Source: an optimization exercise on an open RTL-to-GDS flow (aim: small area). Production flows keep margins and buffers that such runs may drop. In this exercise RTL edits were held to simulation tests only and were not proved equivalent to the original. Power is estimated from default activity; no workload was simulated.

## Full_Connect
module Full_Connect #
(
parameter BITWIDTH = 8,
parameter BITWIDTH_CAL = 24,
parameter NUM_PARA = 8
)
(
input clk,
input rstn,
input ena,
input ena_add,
input [1:0] select,
input [ NUM_PARA*BITWIDTH - 1 : 0 ] in_data,  
input [ NUM_PARA*BITWIDTH - 1 : 0 ] weight,  
input [ NUM_PARA*BITWIDTH - 1 : 0 ] bias,  
output [ NUM_PARA*BITWIDTH - 1 : 0 ] result  
);
reg pv;
always @( posedge clk or negedge rstn ) begin
    if ( !rstn ) pv <= 1'b0;
    else pv <= ena;
end
wire sel0 = ~select[1] & ~select[0];
wire sel1 = select[0];
wire sel2 = select[1];
wire hold_q = select[1] & select[0];
genvar i;
generate
for ( i = 0; i < NUM_PARA; i = i + 1 ) begin : lane
    Fc_Lane u (
        .clk(clk), .rstn(rstn), .ena(ena), .ena_add(ena_add), .pv(pv),
        .sel0(sel0), .sel1(sel1), .sel2(sel2), .hold_q(hold_q),
        .in_data(in_data[i*8 +: 8]), .weight(weight[i*8 +: 8]), .bias(bias[i*8 +: 8]),
        .result(result[i*8 +: 8])
    );
end
endgenerate
endmodule
==> flow/config.mk <==
export PLATFORM = sky130hd
export DESIGN_NAME = Full_Connect
export DESIGN_NICKNAME = Full_Connect
export VERILOG_FILES = /design/flow/design.v
export SDC_FILE = /design/flow/constraint.sdc
export NUM_CORES = 4
export LEC_CHECK = 0
export ABC_AREA = 1
export CAP_MARGIN = 20
export CORE_MARGIN = 2
export CORE_UTILIZATION = 78
export PLACE_DENSITY = 0.88
export SETUP_SLACK_MARGIN = 0.05
export SLEW_MARGIN = 20
==> flow/constraint.sdc <==
create_clock -name core_clock -period 6.0 [get_ports {clk}]
set_input_delay 1.2000 -clock core_clock [delete_from_list [all_inputs] [get_ports {clk}]]
set_output_delay 1.2000 -clock core_clock [all_outputs]
set_load 0.01 [all_outputs]
standard.sh (not shown) runs the stock make flow with config.mk's settings and CLKGATE_MAP_FILE= SYNTH_SCRIPT=/design/flow/synth_recipe.tcl, a recipe that flattens the netlist after the stock synthesis.
==> flow/flow/run.sh <==
#!/bin/bash
# Own flow: the standard synthesis, then a netlist pass that removes
# inverters by choosing the polarity of full adders and of gates that have an
# inverted twin cell (flow/bubble.py), then the standard layout with
# smaller port buffers and a clock tree without dummy loads.
set -euo pipefail
R=orfs/results/sky130hd/Full_Connect/base
LIB=$FLOW_HOME/platforms/sky130hd/lib/sky130_fd_sc_hd__tt_025C_1v80.lib
bash standard.sh synth > synth.log 2>&1
cp $R/1_2_yosys.v $R/1_2_yosys_std.v
python3 flow/bubble.py $R/1_2_yosys_std.v $R/1_2_yosys.v $LIB > bubble.log 2>&1
touch $R/1_2_yosys.v
bash standard.sh finish \
  "BUFFER_PORTS_ARGS=-buffer_cell sky130_fd_sc_hd__buf_1" \
  "CTS_ARGS=-sink_clustering_enable -repair_clock_nets -sink_clustering_size 25 -sink_clustering_max_diameter 80 -buf_list sky130_fd_sc_hd__clkbuf_16 -dont_use_dummy_load" \
  > finish.log 2>&1
Other scripts of this flow, unchanged in this note and not shown: flow/flow/bubble.py
Edit:
==> flow/flow/run.sh (replaced) <==
#!/bin/bash
# Own flow: the standard synthesis, then a netlist pass that removes
# inverters by choosing the polarity of full adders and of gates that have an
# inverted twin cell (flow/bubble.py), then the standard layout.
set -euo pipefail
R=orfs/results/sky130hd/Full_Connect/base
LIB=$FLOW_HOME/platforms/sky130hd/lib/sky130_fd_sc_hd__tt_025C_1v80.lib
bash standard.sh synth > synth.log 2>&1
cp $R/1_2_yosys.v $R/1_2_yosys_std.v
python3 flow/bubble.py $R/1_2_yosys_std.v $R/1_2_yosys.v $LIB > bubble.log 2>&1
touch $R/1_2_yosys.v
bash standard.sh finish > finish.log 2>&1
Settings changed: ABC_AREA 1 to default, CORE_UTILIZATION 78 to 60, CTS_BUF_LIST from default to sky130_fd_sc_hd__clkbuf_4 sky130_fd_sc_hd__clkbuf_8, CTS_CLUSTER_DIAMETER from default to 60, CTS_CLUSTER_SIZE from default to 30, PLACE_DENSITY 0.88 to 0.7.
=> Die area goes up by 30%. Total power goes up by 15%. Register-to-register slack improved by 0.05 ns. Synthesized cell count goes down by 17%. Area after synthesis goes up by 0.59%. Clock-buffer cell count goes up by 50. Worst setup slack improved by 0.052 ns.

[static timing again, ports no longer ideal]
No port has a modelled driver above. Below, the same layouts with a new extraction and two added sets of constraints. Step 1 sets driving cells, clkbuf_16 on the clock port and buf_2 on the other inputs (assumed; they add their load-dependent delay and slew). Step 2 moves the port delays by t, midway between the first and last clock arrival at a register: inputs arrive t later, outputs are due t later. That takes back most of the time a late clock gives input paths. Slacks: no drivers / after step 1 / after step 2; pairs: no drivers / after step 1.
run	shift t [ns]	setup slack, ns	latest minus earliest clock arrival (ns)	worst register clock-pin slew, ns	pins driven straight from the clock port
the first run	0.731	0.401 / 0.401 / 0.038	0.069 / 0.070	0.10 / 0.10	1
the second run	0.879	0.453 / 0.453 / -0.290	0.043 / 0.043	0.12 / 0.12	1
Met with ideal ports but missed after step 2: setup timing in the second run. For the second run, which loses most, drivers alone change the setup slack by 0.000 ns; drivers and shift together by -0.743 ns.
